This is an optimization exercise on Yosys and OpenROAD, whose aim is small area, not a production implementation.
No functional check of the RTL was part of this run.
Power figures rest on the tool's default switching activity, not on a simulated workload.

[flow/run.sh]
#!/bin/bash
# synth_recipe.tcl (not shown) runs the flow's synth.tcl, then flattens the netlist and writes it again
# the make line also repeats each setting of config.mk as NAME=value (left out here)
make -C /OpenROAD-flow-scripts/flow DESIGN_CONFIG=/design/flow/config.mk WORK_HOME=/design/flow/orfs CLKGATE_MAP_FILE= SYNTH_SCRIPT=/design/flow/synth_recipe.tcl finish
[flow/config.mk]
export PLATFORM = sky130hd
export DESIGN_NAME = wall_following_robot_top
export DESIGN_NICKNAME = wall_following_robot_top
export VERILOG_FILES = /design/flow/design.v
export SDC_FILE = /design/flow/constraint.sdc
export NUM_CORES = 4
export LEC_CHECK = 0
export CAP_MARGIN = 20
export CORE_MARGIN = 2
export CORE_UTILIZATION = 40
export SLEW_MARGIN = 20
[flow/constraint.sdc]
create_clock -name core_clock -period 20.0 [get_ports {clk_50M}]
set_input_delay 4.0000 -clock core_clock [delete_from_list [all_inputs] [get_ports {clk_50M}]]
set_output_delay 4.0000 -clock core_clock [all_outputs]
set_load 0.01 [all_outputs]
[flow/design.v]
module motor_driver (
    input  wire       clk,
    input  wire       rst_n,
    input  wire       en,
    input  wire [7:0] speed,
    input  wire       direction,
    output wire       pwm_out,
    output reg        in1,
    output reg        in2
);
    reg [7:0] counter;
    always @(posedge clk or negedge rst_n) begin
        if (!rst_n) begin
            counter <= 8'b0;
        end else begin
            counter <= counter + 1'b1;
        end
    end
    assign pwm_out = (en) ? (counter < speed) : 1'b0;
    always @(*) begin
        if (!en) begin
            in1 = 1'b0;
            in2 = 1'b0;
        end else begin
            if (direction == 1'b0) begin
                in1 = 1'b1;
                in2 = 1'b0;
            end else begin
                in1 = 1'b0;
                in2 = 1'b1;
            end
        end
    end
endmodule
module robot_drive_system (
    input  wire        clk,
    input  wire        rst_n,
    input  wire [2:0]  cmd,
    input  wire [7:0]  base_speed,
    output wire        left_pwm,
    output wire        left_in1,
    output wire        left_in2,
    output wire        right_pwm,
    output wire        right_in1,
    output wire        right_in2,
    output reg         robot_busy
);
    localparam CMD_STOP   = 3'b000;
    localparam CMD_FWD    = 3'b001;
    localparam CMD_LEFT   = 3'b010;
    localparam CMD_RIGHT  = 3'b011;
    localparam CMD_UTURN  = 3'b100;
    localparam IDLE         = 2'b00;
    localparam MANUAL       = 2'b01;
    localparam UTURN_ACTIVE = 2'b10;
    reg [1:0] state, next_state;
    reg [31:0] timer;
    parameter UTURN_TICKS = 32'd50_000_000;
    reg left_en, right_en;
    reg left_dir, right_dir;
    reg [7:0] left_speed, right_speed;
    always @(posedge clk or negedge rst_n) begin
        if (!rst_n) begin
            state <= IDLE;
            timer <= 0;
        end else begin
            state <= next_state;
            if (state == UTURN_ACTIVE) 
                timer <= timer + 1;
            else 
                timer <= 0;
        end
    end
    always @(*) begin
        next_state  = state;
        left_en     = 0; right_en    = 0;
        left_dir    = 0; right_dir   = 0;
        left_speed  = 0; right_speed = 0;
        robot_busy  = 0;
        case (state)
            IDLE: begin
                if (cmd == CMD_UTURN) next_state = UTURN_ACTIVE;
                else if (cmd != CMD_STOP) next_state = MANUAL;
            end
            MANUAL: begin
                case (cmd)
                    CMD_FWD: begin
                        left_en = 1; left_dir = 0; left_speed = base_speed;
                        right_en = 1; right_dir = 0; right_speed = base_speed;
                    end
                    CMD_LEFT: begin
                        left_en = 1; left_dir = 1; left_speed = base_speed;
                        right_en = 1; right_dir = 0; right_speed = base_speed;
                    end
                    CMD_RIGHT: begin
                        left_en = 1; left_dir = 0; left_speed = base_speed;
                        right_en = 1; right_dir = 1; right_speed = base_speed;
                    end
                    CMD_STOP: begin
                        next_state = IDLE;
                    end
                    CMD_UTURN: begin
                        next_state = UTURN_ACTIVE;
                    end
                    default: next_state = IDLE;
                endcase
            end
            UTURN_ACTIVE: begin
                robot_busy = 1;
                left_en = 1; left_dir = 1; left_speed = base_speed;
                right_en = 1; right_dir = 0; right_speed = base_speed;
                if (timer >= UTURN_TICKS) begin
                    next_state = IDLE;
                end
            end
        endcase
    end
    motor_driver u_motor_left (
        .clk(clk), .rst_n(rst_n),
        .en(left_en),
        .speed(left_speed),
        .direction(left_dir),
        .pwm_out(left_pwm),
        .in1(left_in1),
        .in2(left_in2)
    );
    motor_driver u_motor_right (
        .clk(clk), .rst_n(rst_n),
        .en(right_en),
        .speed(right_speed),
        .direction(right_dir),
        .pwm_out(right_pwm),
        .in1(right_in1),
        .in2(right_in2)
    );
endmodule
module t1b_ultrasonic(
    input  wire        clk_50M, 
    input  wire        reset, 
    input  wire        echo_rx,
    output reg         trig,
    output wire        op,
    output wire [15:0] distance_out
);
    localparam INIT_DELAY   = 3'd0;
    localparam PRE_TRIGGER  = 3'd1; 
    localparam TRIGGER      = 3'd2;
    localparam MEASURE_ECHO = 3'd3;
    localparam WAIT         = 3'd4;
    reg [2:0]  state;
    reg [8:0]  counter_50M;      
    reg [19:0] trig_timer;      
    reg [16:0] echo_count;      
    reg [15:0] distance_reg; 
    reg        echo_rx_dly;         
    assign distance_out = distance_reg;
    assign op = (distance_reg > 0 && distance_reg < 70) ? 1'b1 : 1'b0;
    always @(posedge clk_50M) begin
        if (reset == 0) begin
            state <= INIT_DELAY;
            trig <= 1'b0;
            counter_50M <= 0;
            trig_timer <= 0;
        end else begin
            if (trig_timer < 600_000) 
                trig_timer <= trig_timer + 1;
            case(state)
                INIT_DELAY: begin 
                    counter_50M <= counter_50M + 1;
                    if (counter_50M >= 50) begin 
                        counter_50M <= 0;
                        state <= TRIGGER;
                    end
                end
                PRE_TRIGGER: begin 
                    counter_50M <= counter_50M + 1;
                    if (counter_50M >= 51) begin 
                        counter_50M <= 0;
                        state <= TRIGGER;
                    end
                end
                TRIGGER: begin 
                    if (counter_50M == 0) 
                        trig <= 1'b1; 
                    counter_50M <= counter_50M + 1;
                    if (counter_50M >= 500) begin 
                        trig <= 1'b0;       
                        trig_timer <= 0;    
                        counter_50M <= 0;
                        state <= MEASURE_ECHO;
                    end
                end
                MEASURE_ECHO: begin 
                    if (!echo_rx) state <= WAIT; 
                end
                WAIT: begin 
                    if (trig_timer >= 600_000) begin
                        counter_50M <= 0;
                        state <= PRE_TRIGGER;
                    end
                end
                default: state <= INIT_DELAY; 
            endcase
        end
    end
    always @(posedge clk_50M) begin 
         if (reset == 0) begin
            echo_count <= 0;
        end else begin
            if (echo_rx) 
                echo_count <= echo_count + 1;
            else 
                echo_count <= 0;
        end
    end
    always @(posedge clk_50M) begin 
        if (reset == 0) begin
            distance_reg <= 0;
            echo_rx_dly  <= 1'b0;
        end
        else begin
            echo_rx_dly <= echo_rx;
            if (echo_rx_dly && !echo_rx) begin
                distance_reg <= ((echo_count * 34) / 10000) - 1;
            end
            if (counter_50M == 500 && echo_count == 0 && !echo_rx) begin 
                 distance_reg <= 16'd0;
            end
        end
    end
endmodule
module wall_follower_logic (
    input  wire        clk,
    input  wire        rst_n,
    input  wire [15:0] dist_left,
    input  wire [15:0] dist_front,
    input  wire [15:0] dist_right,
    output reg  [2:0]  drive_cmd
);
    localparam CMD_STOP   = 3'b000;
    localparam CMD_FWD    = 3'b001;
    localparam CMD_LEFT   = 3'b010;
    localparam CMD_RIGHT  = 3'b011;
    parameter WALL_DIST_MIN = 16'd15; 
    parameter WALL_DIST_MAX = 16'd30;
    parameter FRONT_STOP    = 16'd20;
    always @(posedge clk or negedge rst_n) begin
        if (!rst_n) begin
            drive_cmd <= CMD_STOP;
        end else begin
            if (dist_front > 0 && dist_front < FRONT_STOP) begin
                drive_cmd <= CMD_RIGHT;
            end
            else if (dist_left > 0 && dist_left < WALL_DIST_MIN) begin
                drive_cmd <= CMD_RIGHT; 
            end
            else if (dist_left > WALL_DIST_MAX || dist_left == 0) begin
                drive_cmd <= CMD_LEFT;
            end
            else begin
                drive_cmd <= CMD_FWD;
            end
        end
    end
endmodule
module wall_following_robot_top (
    input  wire        clk_50M,
    input  wire        rst_n,
    input  wire        echo_left,
    input  wire        echo_front,
    input  wire        echo_right,
    output wire        trig_left,
    output wire        trig_front,
    output wire        trig_right,
    output wire        left_pwm,
    output wire        left_in1,
    output wire        left_in2,
    output wire        right_pwm,
    output wire        right_in1,
    output wire        right_in2,
    output wire [2:0]  state_leds
);
    wire [15:0] dist_left;
    wire [15:0] dist_front;
    wire [15:0] dist_right;
    wire [2:0]  drive_cmd;
    wire        robot_busy;
    wire        op_l, op_f, op_r;
    t1b_ultrasonic sensor_L (
        .clk_50M(clk_50M), .reset(rst_n), .echo_rx(echo_left), 
        .trig(trig_left), .op(op_l), .distance_out(dist_left)
    );
    t1b_ultrasonic sensor_F (
        .clk_50M(clk_50M), .reset(rst_n), .echo_rx(echo_front), 
        .trig(trig_front), .op(op_f), .distance_out(dist_front)
    );
    t1b_ultrasonic sensor_R (
        .clk_50M(clk_50M), .reset(rst_n), .echo_rx(echo_right), 
        .trig(trig_right), .op(op_r), .distance_out(dist_right)
    );
    wall_follower_logic u_brain (
        .clk(clk_50M),
        .rst_n(rst_n),
        .dist_left(dist_left),
        .dist_front(dist_front),
        .dist_right(dist_right),
        .drive_cmd(drive_cmd)
    );
    assign state_leds = drive_cmd;
    robot_drive_system u_drive_sys (
        .clk(clk_50M),
        .rst_n(rst_n),
        .cmd(drive_cmd),
        .base_speed(8'd180),
        .left_pwm(left_pwm),   .left_in1(left_in1),   .left_in2(left_in2),
        .right_pwm(right_pwm), .right_in1(right_in1), .right_in2(right_in2),
        .robot_busy(robot_busy)
    );
endmodule
==> summary.txt <==
# H-tree levels=4; PnR worst setup slack=7.49 ns; Layout Skew=0.0130 ns; Max VDD drop=61.6 uV; total wire length=42400 um; CTS tree=yes; Max clock buf depth=2; clock net sink count=186; final instance area=18700 um^2; clk root buf=clkbuf_16; postcts setup bufs=0; Arr. time, crit path=12.89 ns; WL/cell=15.1 um; DRC violations left=0; top post-synthesis cells by area=dfxtp_1 19%, xnor2_1 5.7%, ha_1 5.7%; cells after synthesis=2244; IO Pins=17; Layout area overhead=7.13%; diodes inserted=0; layout cells sized above 1=8.08%; first-pass GRT wire length=71600 um; pins over their slew limit=0; multi-input logic area=13100 um^2; CP startpoint kind=flop; Clk Latency, worst-skew pair=0.44 ns; Initial DRC Count=1249; Setup TNS=0 ns; cell mode on critical path=a21oi_1; chip width=213 um; Filler cells=4403; post-detailed-route count of antenna-violating nets=0; part of the Yosys area used for sequential elements=21.9%; Final Non-Filler Cells=2812; initial antenna violation count=0; Rows=76; Synth top cells by count=258 x nor2_1, 195 x nand2_1, 167 x dfxtp_1, 147 x a21oi_1, 114 x xnor2_1; final weighted congestion in routability-driven placement=0.860; Die Y=213 um; layout net count=2300; Worst path max stage delay=0.64 ns; period utilization=62.6%; die area=45200 um^2; post-synth cell types=132; synthesized flop and latch total=186; clock-pin slew on the worst setup and hold paths=0.08 ns; EDFF count, synth=0; iteration count of the initial detailed-routing pass=5; post-CTS sizing=0; total area of sequential cells=3820 um^2; Worst Hold Class=flop to flop; pin count of the biggest net entering global routing=43; CP max-delay cell=o21ai_2; core region area=43000 um^2; status=complete, no violations; Top Registers=sensor_F.trig_timer x20, sensor_L.trig_timer x20, sensor_R.trig_timer x20; port bufs=15; Syn Nets=2330; Placed Cells=2780; Tmin final=12.51 ns; Ys Warns=4; top cell type by total area after synthesis=dfxtp_1; WP data required=20.37 ns; DP Area=18000 um^2; DP Wirelength=32500 um; remaining global-route overflow=0; Global Route Usage Sum=18.4%; Vias=16400; post-synth top area share=19.2%; Mapped Area=17400 um^2; hold buffers post-CTS=0; Worst setup EP type=flop; Num CTS Buffers=17; pwr dens=44.8 nW/um^2; kind of critical path=flop to flop; Worst slew margin=37.7%; Initial Util=40.5%; DR vias/cell=5.83; count leader, synth=nor2_1; Leak=7.23 nW; r2r setup slk=7.49 ns; mean post-synth cell area=7.76 um^2; final hold violations=0; Placement Setup Slack=7.72 ns; Post-synth ARST share=10.2%; CP Max Fanout=15; worst-margin pin slew=0.928 ns; final setup vio count=0; vias in the first global route=15000; fmax=79.9 MHz; top_reg_cell synth=dfxtp_1; RSZ-0062 raised after global routing=false; Max Cap Viol=0
## power by group
part           total [mW]  leakage [nW]  internal (mW)  switching [mW]
logic              0.0865          5.35         0.0396          0.0469
clock network       0.350         0.303          0.194           0.156
registers           0.399          1.58          0.384          0.0155
## through the flow
stage / utilization [%] / hold slack [ns] / power (mW)
finish: 43.4 / 0.458 / 0.835
global route: 43.4 / 0.479 / 0.875
CTS: 43.4 / 0.458 / 0.844
detailed placement: 42.0 / 0.447 / 0.494
global placement: 42.0 / 0.442 / 0.492
floorplan: - / 0.432 / 0.466
## worst max-delay path: cells and delay by family, from the launching register on
family	cells	cell delay [ns]
AOI/OAI and AO/OA	20	5.79
and+or+nand+nor	12	3.29
muxes	4	1.82
adders and majority gates	3	0.97
DFF	1	0.57
## path summary, 6_finish.rpt
| path | depth (start not counted) | to | start |
|---|---|---|---|
| max | 39 | sensor_F.distance_reg[6]$_SDFFE_PP0P_ | sensor_F.echo_count[3]$_SDFF_PN0_ |
| min | 2 | sensor_L.distance_reg[10]$_SDFFE_PP0P_ | sensor_L.distance_reg[10]$_SDFFE_PP0P_ |
| max reg2reg | 39 | sensor_F.distance_reg[6]$_SDFFE_PP0P_ | sensor_F.echo_count[3]$_SDFF_PN0_ |
| min reg2reg | 2 | sensor_L.distance_reg[10]$_SDFFE_PP0P_ | sensor_L.distance_reg[10]$_SDFFE_PP0P_ |
| max in group asynchronous | 2 | u_brain.drive_cmd[0]$_DFF_PN0_ | rst_n |
| min in group asynchronous | 2 | u_drive_sys.state[0]$_DFFE_PN0P_ | rst_n |
## final cells by class
class,count,area share (%)
clock buffer,19,2.37
clock inverter,13,0.932
inverter,56,1.13
multi-input combinational,1928,70.0
sequential,186,20.5
tap,585,3.92
timing repair buffer,25,1.18
## placed cells by master, fill, tap and decap left out, types with 11 or more instances in the layout
cell and count:
nor2_1 258, a211o_1 18, o21a_1 33, inv_1 56, a21o_1 28, ha_1 79
and3_1 44, clkbuf_16 17, dfxtp_1 167, xor2_1 92, and2_1 35, or3_1 27
nand3_1 102, o21ai_1 22, or2_2 17, nor4_1 29, a31oi_1 30, a21oi_1 147
o21ai_0 93, nand4_1 32, o31ai_1 12, nor3_1 64, o22ai_1 17, dfrtp_1 19
o211ai_1 28, mux2i_1 19, nor2b_1 22, a211oi_1 33, nand2b_1 22, xnor2_1 114
o31a_1 11, clkdlybuf4s50_1 14, nand2_1 195
## per-layer routing
metal	share of wire (%)	GRT usage [%]	up-vias	wire [um]
li1	-	-	8300	-
met1	51	26.3	7738	21700
met2	45	30.1	309	19100
met3	2.9	1.58	36	1220
met4	0.96	3.71	0	408
met5	0	0	-	0
## cells by family (layout without fill, tap and decap cells)
| family | count (synthesis) | count (layout) | synth area share (%) |
|---|---|---|---|
| xor+xnor | 211 | 211 | 11.0 |
| simple gates | 917 | 917 | 26.3 |
| flops | 186 | 186 | 21.9 |
| compound gates | 679 | 679 | 29.2 |
| other cells | 1 | 1 | 0.0215 |
| mux | 36 | 36 | 2.36 |
| buf+inv | 130 | 113 | 3.16 |
| fa+ha+maj | 84 | 84 | 6.08 |

[separate check: timing with driven ports]
The results above use ideal ports. As a check the final layout listed here was re-extracted and re-timed, cells and wires unchanged.
Step 1, drivers: a clkbuf_16 drives clk_50M and a buf_2 each remaining input, both assumed.
Step 2 moves the port delays by t, midway between the first and last clock arrival at a register: inputs arrive t later, outputs are due t later. That takes back most of the time a late clock gives input paths.
Slacks: ideal / step 1 / step 2; pairs: ideal / step 1.
t (ns): 0.473
setup slack, ns: 7.486 / 7.486 / 7.486
worst hold slack (ns): 0.458 / 0.458 / 0.458
worst data-port slew with drivers (ns): 0.03
pins driven straight from the clock port: 1
After both steps this run still meets setup and hold. The setup slack of this run moves by 0.000 ns with the drivers and by 0.000 ns with both steps.
